Context: an optimization exercise on an open-source flow, tuned for small area and a short achievable clock period. The choices shown serve that exercise and are no tape-out recipe. Where RTL was checked, it was by simulation tests only, not by an equivalence proof against the original. Power is estimated from default activity; no workload was simulated.

before:
Design APB_INT_Count, start of the top module:
module APB_INT_Count #(
    parameter DATA_WIDTH = 32,
    parameter ADDR_WIDTH = 16
)
(
    input  wire                     PCLK,
    input  wire                     PRESETn,
    input  wire                     PSEL,
    input  wire                     PENABLE,
    input  wire                     PWRITE,
    input  wire [ADDR_WIDTH-1:0]    PADDR,
    input  wire [DATA_WIDTH-1:0]    PWDATA,
    output reg  [DATA_WIDTH-1:0]    PRDATA,
    output reg                      PREADY,
    output reg                      PSLVERR,
    output wire                     linux_irq,
    output wire                     lim_irq,
    output wire                     itim_irq,
    input  wire                     linux_ack,
    input  wire                     lim_ack,
    input  wire                     itim_ack
);
    reg  [31:0] ctrl  [1:3];
    reg  [31:0] cnt0  [1:3];           
    reg  [31:0] slot  [1:3][0:9];      
    reg  [9:0]  ptr   [1:3];           
    reg  [9:1]  fill  [1:3];           
    reg         invalid_access;
    assign linux_irq = ctrl[1][0];
    assign lim_irq   = ctrl[2][0];
    assign itim_irq  = ctrl[3][0];
    wire [3:1] ack = {itim_ack, lim_ack, linux_ack};
    wire [3:1] irq = {itim_irq, lim_irq, linux_irq};
    wire       acc  = PSEL & PENABLE;
    wire       wacc = acc & PWRITE;
    wire       racc = acc & ~PWRITE;
    wire       hi0  = (PADDR[15:8] == 8'h00) && (PADDR[1:0] == 2'b00);
    wire [3:0] lo   = PADDR[5:2];
    wire [15:0] dlo;
    genvar gi;
    generate
        for (gi = 0; gi < 16; gi = gi + 1) begin : g_dlo
            assign dlo[gi] = (lo == gi);
        end
    endgenerate
    wire grp0 = hi0 & (PADDR[7:6] == 2'b00);
    wire grp1 = hi0 & (PADDR[7:6] == 2'b01);
    wire grp2 = hi0 & (PADDR[7:6] == 2'b10);
    wire [3:1] grp = {grp2, grp1, grp0};
    function [3:0] base;
        input integer ch;
        base = (ch == 1) ? 4'd4 : 4'd0;
    endfunction
    wire [3:1] wr_ctrl = {wacc & grp0 & dlo[3], wacc & grp0 & dlo[2], wacc & grp0 & dlo[1]};
    wire [3:1] load    = {wacc & grp2 & dlo[0], wacc & grp1 & dlo[0], wacc & grp0 & dlo[4]};
  ...
For scale: ~3800 cells after synthesis, roughly 51000 sq um of cells after synthesis.
clock: 10.0 ns
lec_check: 0
abc_clock_period_in_ps: 1000
cap_margin: 20
core_margin: 2
core_utilization: 40
setup_slack_margin: 5
slew_margin: 20
standard.sh (not shown) runs the stock make flow with config.mk's settings and CLKGATE_MAP_FILE= SYNTH_SCRIPT=/design/flow/synth_recipe.tcl, a recipe that flattens the netlist after the stock synthesis.
==> flow/flow/run.sh <==
#!/bin/bash
set -euo pipefail
bash standard.sh SETUP_SLACK_MARGIN=7 finish > flow_make.log 2>&1
In summary, before completed successfully, with a layout that passed the timing, DRC and antenna checks.
### before -> after
Settings: swapping 1000 for 2500 in ABC_CLOCK_PERIOD_IN_PS.
==> flow/run.sh (new file) <==
#!/bin/bash
# synth_recipe.tcl (not shown) runs the flow's synth.tcl, then flattens the netlist and writes it again
# the make line also repeats each setting of config.mk as NAME=value (left out here)
make -C /OpenROAD-flow-scripts/flow DESIGN_CONFIG=/design/flow/config.mk WORK_HOME=/design/flow/orfs CLKGATE_MAP_FILE= SYNTH_SCRIPT=/design/flow/synth_recipe.tcl finish
removed: flow/flow/run.sh
removed: flow/standard.sh
--- outcome ---
Comparing after against before, there is no change at all in count of inverters other than clock inverters in the layout. Delta (after minus before): worst hold-check slack has decreased, via count of the first global-routing pass has decreased. On critical path depth: after sits below before. Delta (after minus before): total instance count after detailed placement essentially unchanged; met1 wire length decreased about 7%; final instance area decreased 7800 sq um. Going from before to after, the maximum vdd ir drop was found to have gone down by about 11%. In after the cell area after placement turned out about 0.7% lower than in before. From before to after, count of distinct cell types in the synthesized netlist did not move at all. Looking at minimum setup slack in the final design across both flows, after is the weaker of the two, with before ahead. Of the two values seen for termination of the worst setup path, PRDATA[3] was produced by after and PRDATA[17] by before.
No run of this note included a check of the RTL's function; only the layout flow was run.

Setup of run A:
APB_INT_Count, a different RTL version from the one above (not shown whole).
Size: about 2900 cells after synthesis, ~1100 flip-flops, roughly 93 I/O pins.
Design APB_INT_Count, start of the top module:
module APB_INT_Count #(
    parameter DATA_WIDTH = 32,
    parameter ADDR_WIDTH = 16
)
(
    input  wire                     PCLK,
    input  wire                     PRESETn,
    input  wire                     PSEL,
    input  wire                     PENABLE,
    input  wire                     PWRITE,
    input  wire [ADDR_WIDTH-1:0]    PADDR,
    input  wire [DATA_WIDTH-1:0]    PWDATA,
    output reg  [DATA_WIDTH-1:0]    PRDATA,
    output reg                      PREADY,
    output reg                      PSLVERR,
    output wire                     linux_irq,
    output wire                     lim_irq,
    output wire                     itim_irq,
    input  wire                     linux_ack,
    input  wire                     lim_ack,
    input  wire                     itim_ack
);
==> flow/config.mk <==
export PLATFORM = sky130hd
export DESIGN_NAME = APB_INT_Count
export DESIGN_NICKNAME = APB_INT_Count
export VERILOG_FILES = /design/flow/design.v
export SDC_FILE = /design/flow/constraint.sdc
export NUM_CORES = 4
export LEC_CHECK = 0
export CAP_MARGIN = 20
export CORE_MARGIN = 2
export CORE_UTILIZATION = 40
export SETUP_SLACK_MARGIN = 5
export SLEW_MARGIN = 20
export SYNTH_HIERARCHICAL = 1
export SYNTH_MINIMUM_KEEP_SIZE = 0
==> flow/constraint.sdc <==
create_clock -name core_clock -period 10.0 [get_ports {PCLK}]
set_input_delay 2.0000 -clock core_clock [delete_from_list [all_inputs] [get_ports {PCLK}]]
set_output_delay 2.0000 -clock core_clock [all_outputs]
set_load 0.01 [all_outputs]
==> flow/flow/run.sh <==
#!/bin/bash
set -euo pipefail
bash standard.sh SETUP_SLACK_MARGIN=7 finish > flow_make.log 2>&1
Setup changes, run A to run B
==> flow/run.sh (new file) <==
#!/bin/bash
# synth_recipe.tcl (not shown) runs the flow's synth.tcl, then flattens the netlist and writes it again
# the make line also repeats each setting of config.mk as NAME=value (left out here)
make -C /OpenROAD-flow-scripts/flow DESIGN_CONFIG=/design/flow/config.mk WORK_HOME=/design/flow/orfs CLKGATE_MAP_FILE= SYNTH_SCRIPT=/design/flow/synth_recipe.tcl finish
removed: flow/flow/run.sh
removed: flow/standard.sh
--- outcome ---
Changes observed in run B relative to run A: summed area of non-filler cells in the final layout has decreased, slack of the worst reg-to-reg path higher, via count now sits lower, critical path's largest stage delay shows an increase of 0.14 ns, static leakage -3.5 nW.
For run C, these inputs were changed with respect to run B:
==> flow/flow/run.sh (new file) <==
#!/bin/bash
set -euo pipefail
bash standard.sh SETUP_SLACK_MARGIN=6.5 'BUFFER_PORTS_ARGS=-buffer_cell sky130_fd_sc_hd__buf_2' finish > flow_make.log 2>&1
==> flow/standard.sh (new file) <==
#!/bin/bash
# synth_recipe.tcl (not shown) runs the flow's synth.tcl, then flattens the netlist and writes it again
# the make line also repeats each setting of config.mk as NAME=value (left out here)
make -C /OpenROAD-flow-scripts/flow DESIGN_CONFIG=/design/flow/config.mk WORK_HOME=/design/flow/orfs CLKGATE_MAP_FILE= SYNTH_SCRIPT=/design/flow/synth_recipe.tcl "${@:-finish}"
removed: flow/run.sh
==> run notes <==
Time the final worst path needs with I/O delays and setup for run C: 0.86 ns down relative to run B
Run C reports its worst setup path endpoint as PRDATA[31] while run B reports PRDATA[1].
Delta(number of buffers created by CTS, run C - run B) < 0
Min number of non-clock buffers in the layout across run C and run B: run B
Modified inputs, run D compared to run C
==> flow/flow/run.sh <==
#!/bin/bash
set -euo pipefail
bash standard.sh SETUP_SLACK_MARGIN=6 finish > flow_make.log 2>&1
==> run notes <==
Going from run C to run D, final non-filler cell area climbed about 2.6%; sum of routed wire length over all layers rose 2.4%; number of clock buffer instances in the layout lost 6; non-clock buffer count moved up.

afterwards: timing with drivers on the ports:
No port has a modelled driver above. Below, the same layouts with a new extraction and two added sets of constraints. Step 1: set_driving_cell puts a clkbuf_16 on PCLK and a buf_2 on each other input, an assumption about the parent block. Step 2 also shifts input and output timing later by t, the mid clock arrival at the registers, as if the neighbouring blocks saw the same clock. a / b / c = no drivers / after step 1 / after step 2; a / b = the first two.
run	t, ns	slack for setup (ns)	worst hold slack (ns)	worst data-port slew with drivers (ns)
before	0.818	5.675 / 5.555 / 4.737	0.472 / 0.472 / 0.472	0.23
after	0.811	4.998 / 5.043 / 4.232	0.449 / 0.449 / 0.449	0.09
run A	0.802	5.831 / 5.863 / 5.061	0.421 / 0.421 / 0.421	0.07
run B	0.766	5.061 / 5.110 / 4.343	0.435 / 0.435 / 0.435	0.07
run C	0.770	5.918 / 5.960 / 5.191	0.424 / 0.424 / 0.424	0.16
run D	0.779	5.859 / 5.906 / 5.127	0.432 / 0.432 / 0.432	0.06
After both steps every run listed still meets setup and hold. The setup slack of before, which loses most, moves by -0.120 ns with the drivers and by -0.938 ns with both steps.
